Source: an optimization exercise on an open RTL-to-GDS flow (aim: small area). Production flows keep margins and buffers that such runs may drop. Function was checked by simulation only, so behaviour that the tests miss may differ from the original. No activity file was given, so power comes from the tool's default toggle rates.

## try-willow
==> flow/design.v (excerpt) <==
module main
(
  input clk_100M,
  input rst,
  input sign_in_0,
  input sign_in_1,
  output [3:0] r,
  output [3:0] g,
  output [3:0] b,
  output hs,
  output vs
);
==> flow/config.mk <==
export PLATFORM = sky130hd
export DESIGN_NAME = main
export DESIGN_NICKNAME = main
export VERILOG_FILES = /design/flow/design.v
export SDC_FILE = /design/flow/constraint.sdc
export NUM_CORES = 8
export LEC_CHECK = 0
export ABC_AREA = 1
export CAP_MARGIN = 20
export CORE_MARGIN = 2
export CORE_UTILIZATION = 40
export CTS_BUF_LIST = sky130_fd_sc_hd__clkbuf_8
export CTS_CLUSTER_DIAMETER = 80
export CTS_CLUSTER_SIZE = 16
export SLEW_MARGIN = 20
==> flow/constraint.sdc <==
create_clock -name core_clock -period 150.0 [get_ports {clk_100M}]
set_input_delay 30.0000 -clock core_clock [delete_from_list [all_inputs] [get_ports {clk_100M}]]
set_output_delay 30.0000 -clock core_clock [all_outputs]
set_load 0.01 [all_outputs]
standard.sh (not shown) runs the stock make flow with config.mk's settings and CLKGATE_MAP_FILE= SYNTH_SCRIPT=/design/flow/synth_recipe.tcl, a recipe that flattens the netlist after the stock synthesis.
==> flow/flow/run.sh <==
#!/bin/bash
# Layout flow: the standard flow (standard.sh), with one change: the
# synthesis maps the logic with an area-oriented ABC script (abc_area.script
# here) in place of ORFS's, which buffers and upsizes for speed. Everything
# else, including the registers the synthesis makes, is the standard flow's.
set -euo pipefail
here=$(pwd)
rm -rf "$here/scripts_own"
mkdir -p "$here/scripts_own"
cp -r "$FLOW_HOME/scripts/." "$here/scripts_own/"
cp "$here/flow/abc_area.script" "$here/scripts_own/abc_area.script"
export SCRIPTS_DIR="$here/scripts_own"
bash standard.sh synth > "$here/synth.log" 2>&1
bash standard.sh > "$here/layout.log" 2>&1
==> flow/flow/abc_area.script <==
strash
dch -f
amap
[inputs] try-delta vs try-willow
diff --git a/flow/design.v b/flow/design.v
--- a/flow/design.v
+++ b/flow/design.v
@@ -26,24 +26,20 @@
         c = ci;
         for (i = 0; i < 32; i = i + 1) begin
             inc[i] = x[i] ^ c;
             c = c & x[i];
         end
     end
 endfunction
 reg [4:0] step;
 wire last = (step == 5'd27);
-always @(posedge clk or negedge rst) begin
-    if (!rst)
-        step <= 0;
-    else
-        step <= (st_a | last) ? 5'd0 : inc({27'd0, step}, 1'b1);
-end
+always @(posedge clk)
+    step <= (st_a | last | ~rst) ? 5'd0 : inc({27'd0, step}, 1'b1);
 reg [1:0] dstate;
 reg mode_0, mode_1;
 always @(posedge clk or negedge rst) begin
     if (!rst)
         dstate <= 2'd2;
     else if (st_a)
         dstate <= 2'd0;
     else if (last & ~dstate[1])
         dstate <= {dstate[0], ~dstate[0]};
@@ -135,44 +131,37 @@
         c = ci;
         for (i = 0; i < 32; i = i + 1) begin
             inc[i] = x[i] ^ c;
             c = c & x[i];
         end
     end
 endfunction
 reg [31:0] counter;
 wire [31:0] counter_inc = inc(counter, 1'b1);
-always @(posedge clk or negedge rst) begin
-    if (!rst)
-        counter <= 0;
-    else
-        counter <= rise ? 32'd0 : counter_inc;
-end
+always @(posedge clk)
+    counter <= (rise | ~rst) ? 32'd0 : counter_inc;
 always @(posedge clk or negedge rst) begin
     if (!rst)
         mc <= 0;
     else if (rise)
         mc <= {|counter[31:19], counter[18:0]};
 end
 reg last_1Hz;
 reg [27:0] freq_count;
 wire gate_edge = rise & ~last_1Hz & clk_1Hz;
 wire [27:0] freq_count_inc = inc({4'd0, freq_count}, rise);
+always @(posedge clk)
+    freq_count <= (gate_edge | ~rst) ? 28'd0 : freq_count_inc;
 always @(posedge clk or negedge rst) begin
-    if (!rst) begin
-        freq_count <= 0;
+    if (!rst)
         last_1Hz <= 0;
-    end
-    else begin
-        freq_count <= gate_edge ? 28'd0 : freq_count_inc;
-        if (rise)
-            last_1Hz <= clk_1Hz;
-    end
+    else if (rise)
+        last_1Hz <= clk_1Hz;
 end
 reg [27:0] fhigh;
 assign fhigh_nx = gate_edge ? freq_count : fhigh;
 always @(posedge clk or negedge rst) begin
     if (!rst)
         fhigh <= 0;
     else
         fhigh <= fhigh_nx;
 end
@@ -240,31 +229,27 @@
             count_en <= 0;
         last_en <= count_en;
     end
 end
 reg [26:0] counter;
 reg [26:0] inc;
 reg c;
 integer i;
 always @(*) begin
-    c = count_en;
+    c = 1'b1;
     for (i = 0; i < 27; i = i + 1) begin
         inc[i] = counter[i] ^ c;
         c = c & counter[i];
     end
 end
 wire capture = last_en & ~count_en;
-always @(posedge clk or negedge rst) begin
-    if (!rst)
-        counter <= 0;
-    else
-        counter <= capture ? 27'd0 : inc;
-end
+always @(posedge clk)
+    counter <= count_en ? inc : 27'd0;
 always @(posedge clk or negedge rst) begin
     if (!rst)
         differ <= 0;
     else if (capture)
         differ <= counter;
 end
 endmodule
 `timescale 10 ns/1 ns
 module RAM_set(
@@ -545,28 +530,25 @@
   output [3:0] r,
   output [3:0] g,
   output [3:0] b,
   output hs,
   output vs
 );
 reg [17:0] clk_count;
 reg clk_1Hz;
 wire gate_end = (clk_count == 18'd159_553);
+always @(posedge clk_100M)
+    clk_count <= (gate_end | ~rst) ? 18'd0 : {clk_count[16:0], ~(clk_count[17] ^ clk_count[10])};
 always @(posedge clk_100M or negedge rst) begin
-    if (!rst) begin
-        clk_count <= 0;
+    if (!rst)
         clk_1Hz <= 1;
-    end
-    else begin
-        clk_count <= gate_end ? 18'd0 : {clk_count[16:0], ~(clk_count[17] ^ clk_count[10])};
-        if (gate_end)
-            clk_1Hz <= ~clk_1Hz;
-    end
+    else if (gate_end)
+        clk_1Hz <= ~clk_1Hz;
 end
 wire gate_pulse = clk_1Hz & (clk_count == 18'd1);
 reg s0_d1, s0_d2, s1_d1, s1_d2;
 always @(posedge clk_100M or negedge rst) begin
     if (!rst) begin
         s0_d1 <= 0;
         s0_d2 <= 1;
         s1_d1 <= 0;
         s1_d2 <= 1;
[summary]
Of try-delta and try-willow, the lower routability congestion estimate from global placement belongs to try-willow.
Going from try-willow to try-delta, switching power as a share of total power higher; cell area decreased by about 3.2% relative to the old numbers; layout buffer count excluding clock buffers now larger; final cycle utilization of the critical path held.

==> re-timing with driven ports <==
The flow's constraints put no driver on any port. The routed layouts listed below were extracted and timed again, unchanged, in two steps.
Step 1 assumes that a clkbuf_16 drives the clock port and a buf_2 every other input.
Step 2, shift: input delay + t, output delay - t, t = (earliest + latest rising clock arrival at the registers) / 2. This alone moves slack from input paths to output paths.
a / b / c = no drivers / after step 1 / after step 2; a / b = the first two.
run	t, ns	setup WS [ns]	latest minus earliest clock arrival (ns)	worst slew at a driven data input, ns
try-willow	0.676	118.230 / 118.177 / 118.270	0.061 / 0.061	0.05
try-delta	0.666	118.156 / 118.159 / 117.492	0.050 / 0.049	0.05
After both steps setup and hold are still met in every run listed. For try-delta, which loses most, drivers alone change the setup slack by +0.003 ns; drivers and shift together by -0.664 ns. Setup slack includes reset recovery checks.
